This design comes from an exercise in tuning for small area on the open sky130 flow, not from production work. The RTL was checked by simulation tests, not by an equivalence proof against the original design.

old:
## macrow4
module macrow4(
	input clk, 
	input reset_n, 
	input enX, 
	input [3:0] enW, 
	input [15:0] X_i, W_i,
	output valid_o, 
	output [15:0] Y_o
);
	wire [16:0] xn, wn;
	FP_NORM nx(.in_i(X_i), .out_o(xn));
	FP_NORM nw(.in_i(W_i), .out_o(wn));
	reg [16:0] Xin;
	reg [16:0] W0, W1, W2, W3;
	reg [15:0] M0, M1, M2, M3;
	reg [15:0] S0, S1, S2, S3;
	reg [2:0] count;
	reg v1, v2;
	always @(posedge clk)
		if (enX) Xin <= xn;
	always @(posedge clk or negedge reset_n) begin
		if (~reset_n) begin
			W0 <= 17'd0;
			W1 <= 17'd0;
			W2 <= 17'd0;
			W3 <= 17'd0;
		end else begin
			case (enW)
				4'b0001: W0 <= wn;
				4'b0010: W1 <= wn;
				4'b0100: W2 <= wn;
				4'b1000: W3 <= wn;
				default: ;
			endcase
		end
	end
	wire [9:0] xm = ~Xin[9:0];
	wire [9:0] w0m = ~W0[9:0], w1m = ~W1[9:0], w2m = ~W2[9:0], w3m = ~W3[9:0];
	wire [15:0] m0, m1, m2, m3, s0, s1, s2, s3;
	FP_MUL u1(.opA_i(Xin), .opB_i(W0), .mA_i(xm), .mB_i(w0m), .MUL_o(m0));
	FP_MUL u2(.opA_i(Xin), .opB_i(W1), .mA_i(xm), .mB_i(w1m), .MUL_o(m1));
	FP_MUL u3(.opA_i(Xin), .opB_i(W2), .mA_i(xm), .mB_i(w2m), .MUL_o(m2));
	FP_MUL u4(.opA_i(Xin), .opB_i(W3), .mA_i(xm), .mB_i(w3m), .MUL_o(m3));
	FP_ADD0 a1(.opA_i(M0), .ADD_o(s0));
	FP_ADD  a2(.opA_i(M1), .opB_i(S0), .ADD_o(s1));
	FP_ADD  a3(.opA_i(M2), .opB_i(S1), .ADD_o(s2));
	FP_ADD  a4(.opA_i(M3), .opB_i(S2), .ADD_o(s3));
	always @(posedge clk) begin
		M0 <= m0;
		M1 <= m1;
		M2 <= m2;
		M3 <= m3;
		S0 <= s0;
		S1 <= s1;
		S2 <= s2;
		S3 <= s3;
	end
	always @(posedge clk or negedge reset_n) begin
  ...
==> flow/config.mk <==
export PLATFORM = sky130hd
export DESIGN_NAME = macrow4
export DESIGN_NICKNAME = macrow4
export VERILOG_FILES = /design/flow/design.v
export SDC_FILE = /design/flow/constraint.sdc
export NUM_CORES = 4
export LEC_CHECK = 0
export ABC_AREA = 1
export CAP_MARGIN = 20
export CORE_MARGIN = 2
export CORE_UTILIZATION = 40
export SLEW_MARGIN = 20
export SYNTH_HIERARCHICAL = 1
==> flow/constraint.sdc <==
create_clock -name core_clock -period 24.0 [get_ports {clk}]
set_input_delay 4.8000 -clock core_clock [delete_from_list [all_inputs] [get_ports {clk}]]
set_output_delay 4.8000 -clock core_clock [all_outputs]
set_load 0.01 [all_outputs]
standard.sh (not shown) runs the stock make flow with config.mk's settings and CLKGATE_MAP_FILE= SYNTH_SCRIPT=/design/flow/synth_recipe.tcl, a recipe that flattens the netlist after the stock synthesis.
==> flow/flow/run.sh <==
#!/bin/bash
set -o pipefail
here=$(pwd)
cp standard.sh standard_sh.copy.log
rm -rf "$here/scripts_mod"
cp -r "$FLOW_HOME/scripts" "$here/scripts_mod"
cp "$here/flow/abc_area.script" "$here/scripts_mod/abc_area.script"
export SCRIPTS_DIR="$here/scripts_mod"
bash standard.sh > standard.log 2>&1
status=$?
cp -r orfs/logs tool_logs 2>/dev/null
exit $status
==> flow/flow/abc_area.script <==
strash
dc2
dch -f
amap
topo
old: full flow OK, the timing, design-rule and antenna checks passed
Inputs modified between old and new:
- SYNTH_HIERARCHICAL: 1 -> unset
Notes after the runs:
Final standard cell utilization of the core ended up 0.60 points higher on new than on old.
The final reports for new and old show post-synthesis to final-layout area growth higher in the former.
Re number of well taps: old was lower than new.
The area share of buffers outside the clock network number comes out lower for old vs new.
Taking old as the reference, in new cell area reported after detailed placement rose by 1700 um^2, clock-buffer cell count fell by about 20%.

## static timing again, ports no longer ideal
The flow's constraints put no driver on any port. The routed layouts listed below were extracted and timed again, unchanged, in two steps. Step 1 sets driving cells, clkbuf_16 on the clock port and buf_2 on the other inputs (assumed; they add their load-dependent delay and slew). Step 2 adds t to the input delays and takes it off the output delays; t is the mean of the earliest and latest rising clock arrival at the registers after step 1. Input paths then give back, and output paths get back, about the clock's delay inside the block. a / b / c = no drivers / after step 1 / after step 2; a / b = the first two.
run | t (ns) | setup slack, ns | worst hold slack (ns)
old | 0.645 | 4.802 / 4.802 / 4.802 | 0.354 / 0.354 / 0.354
new | 0.651 | 5.915 / 5.915 / 5.915 | 0.367 / 0.367 / 0.367
After both steps setup and hold are still met in every run listed.
